This design comes from an exercise in tuning for small area, a short achievable clock period and few clock cycles per item on the open sky130 flow, not from production work. RTL that was checked went through simulation tests only; none was proved equivalent to the original.

// logarithm
module logarithm #(
	parameter n = 16,
	parameter m = 24,
	parameter k = 5 ,
	parameter p = 24
) (
	input        clk  ,  
	input        reset,  
	input        start,
	input  [0:n] x    ,
	output [1:p] y    ,
	output       done
);
Settings: LEC_CHECK=0, CAP_MARGIN=20, CORE_MARGIN=2, CORE_UTILIZATION=40, SLEW_MARGIN=60, SYNTH_HIERARCHICAL=1, SYNTH_MINIMUM_KEEP_SIZE=0; clock period 9.0 ns.
run.sh (not shown) runs the stock make flow with config.mk's settings and CLKGATE_MAP_FILE= SYNTH_SCRIPT=/design/flow/synth_recipe.tcl, a recipe that flattens the netlist after the stock synthesis.
Then changed:
Settings changed: SETUP_SLACK_MARGIN set to 2.5, SLEW_MARGIN 60 to 20.
=> The changed run finished clean. Clock skew is higher by 0.0063 ns. Setup slack degrades by 0.081 ns. Area after synthesis does not change. Synthesized cell count is unchanged. Wire length stays flat. Global-route usage hardly moves. Cell area is about the same. Count of clock-buffer cells in the layout stays the same. Non-clock buffer count went down by 1. Via count is lower by 1.5%.
Then changed:
Settings changed: SETUP_SLACK_MARGIN 2.5 to 3, SLEW_MARGIN 20 to 60.
Synthesized area stays the same. Routed wire length stays flat. Sequential share of layout area barely changes. Synthesized cell count stays the same. Worst hold slack improved by 0.015 ns. Sequential cell count stays the same. Via count grows by about 0.4%. Global-route usage stays flat.
No functional check of the RTL was part of any run of this note.

---

logarithm, a different RTL version from the one above (not shown whole).
Size: ~45 I/O pins.
Settings: LEC_CHECK=0, CAP_MARGIN=50, CORE_MARGIN=2, CORE_UTILIZATION=40, CTS_BUF_LIST=sky130_fd_sc_hd__clkbuf_4 sky130_fd_sc_hd__clkbuf_8, SETUP_SLACK_MARGIN=4.0, SLEW_MARGIN=60, SYNTH_HIERARCHICAL=1, SYNTH_MINIMUM_KEEP_SIZE=0; clock period 9.0 ns.
standard.sh (not shown) runs the stock make flow with config.mk's settings and CLKGATE_MAP_FILE= SYNTH_SCRIPT=/design/flow/synth_recipe.tcl, a recipe that flattens the netlist after the stock synthesis.
==> flow/flow/run.sh <==
#!/bin/bash
# Standard layout, with the smallest buffer on the ports instead of the
# delay buffer that buffer_ports picks by default.
set -e
export BUFFER_PORTS_ARGS="-buffer_cell sky130_fd_sc_hd__buf_1"
bash standard.sh finish > standard_flow.log 2>&1
Testbench counts at the start, summed over its fixed seeds: cycles 36,800, items 1,600.
Then changed:
- CAP_MARGIN: 50 -> 20
- SLEW_MARGIN: 60 -> 80
What happened:
- die area stays the same
- via count goes up by 2.9%
- non-clock buffer count goes up by 33
- global-route usage goes up by 0.18 points
- synthesized cell count is unchanged
- hold slack degrades by 0.025 ns
- cell count goes up by 1.9%
- final area goes up by 7.1%
Then changed:
- SETUP_SLACK_MARGIN: 4.0 -> 3.6
- SLEW_MARGIN: 80 -> 60
The new run finished clean.
Non-clock buffer count falls by 37.
Final cell count decreases by a few percent.
Die area is unchanged.
Utilization fell by 4.1 points.
Then changed:
- SETUP_SLACK_MARGIN: 3.6 -> 3.8
Outcome: Worst hold slack gets better by 0.011 ns; via count barely changes; die area stays the same; wire length drops by 0.33%.

---

job 8674:
RTL: one of the versions met above, not the one the previous note started from.
Size in the first run: about 1100 cells after synthesis, about 49 flip-flops, about 45 I/O pins.
Design logarithm, start of the top module:
module logarithm #(
	parameter n = 16,
	parameter m = 24,
	parameter k = 5 ,
	parameter p = 24
) (
	input        clk  ,  
	input        reset,  
	input        start,
	input  [0:n] x    ,
	output [1:p] y    ,
	output       done
);
clock: 9.0 ns
lec_check: 0
cap_margin: 20
core_margin: 2
core_utilization: 40
setup_slack_margin: 3.5
slew_margin: 20
synth_hierarchical: 1
synth_minimum_keep_size: 0
run.sh (not shown) runs the stock make flow with config.mk's settings and CLKGATE_MAP_FILE= SYNTH_SCRIPT=/design/flow/synth_recipe.tcl, a recipe that flattens the netlist after the stock synthesis.
Stock flow here: none of the scripts above is used.
diff inputs: job 8674 => job 8322
- SETUP_SLACK_MARGIN changed from 3.5 to 0
### Flow results
Comparing job 8322 against job 8674, there is no change at all in number of top-level pins.
Higher signed area change from the synthesized netlist to the final layout goes to job 8674 over job 8322.
Measured against job 8674, the overall via count from detail_route of job 8322 comes out at 0.891 times the reference value.
Job 8674 -> job 8322: number of flip-flops and latches delta 0, exact match
Looking at launching instance or port of the critical path, the f[17]$_DFF_P_ result is from job 8322; the f[20]$_DFF_P_ one comes from job 8674.
Job 8322 gives less final area than job 8674 did.
Number of filler cells placed in the layout: job 8674 and job 8322 compared, lower one is job 8674
Cmp job 8322 vs job 8674: fraction of standard cell area in multi-input logic higher in job 8322
In job 8322, via count of the first global-routing pass is lower than in job 8674.
Job 8322 did not stop at any stage, and its layout met the timing, DRC and antenna checks.
No run of this note included a check of the RTL's function; only the layout flow was run.

port drivers added, routing unchanged:
How much do the figures lean on ideal ports? The routed layouts below were timed once more, with nothing changed but the port constraints.
Step 1, drivers: a clkbuf_16 drives clk and a buf_2 each remaining input, both assumed.
Step 2 moves the port delays by t, midway between the first and last clock arrival at a register: inputs arrive t later, outputs are due t later. That takes back most of the time a late clock gives input paths.
Three values: ideal, step 1, step 2; two values: the first two.
| run | t (ns) | setup WS [ns] | clock arrival spread, ns | worst data-port slew with drivers (ns) |
|---|---|---|---|---|
| the first run of note 1 | 0.328 | 2.840 / 2.840 / 2.840 | 0.004 / 0.004 | 0.04 |
| the second run of note 1 | 0.328 | 2.760 / 2.760 / 2.760 | 0.011 / 0.011 | 0.04 |
| the third run of note 1 | 0.329 | 3.159 / 3.159 / 3.159 | 0.007 / 0.008 | 0.05 |
| the first run of note 2 | 0.345 | 4.242 / 4.242 / 4.242 | 0.016 / 0.017 | 0.05 |
| the second run of note 2 | 0.357 | 4.149 / 4.149 / 4.149 | 0.006 / 0.005 | 0.04 |
| the third run of note 2 | 0.344 | 3.966 / 3.966 / 3.966 | 0.014 / 0.014 | 0.05 |
| the fourth run of note 2 | 0.344 | 4.076 / 4.076 / 4.076 | 0.014 / 0.014 | 0.05 |
| job 8674 | 0.333 | 3.535 / 3.535 / 3.535 | 0.010 / 0.010 | 0.05 |
| job 8322 | 0.329 | 2.696 / 2.696 / 2.696 | 0.010 / 0.011 | 0.04 |
After both steps setup and hold are still met in every run listed.
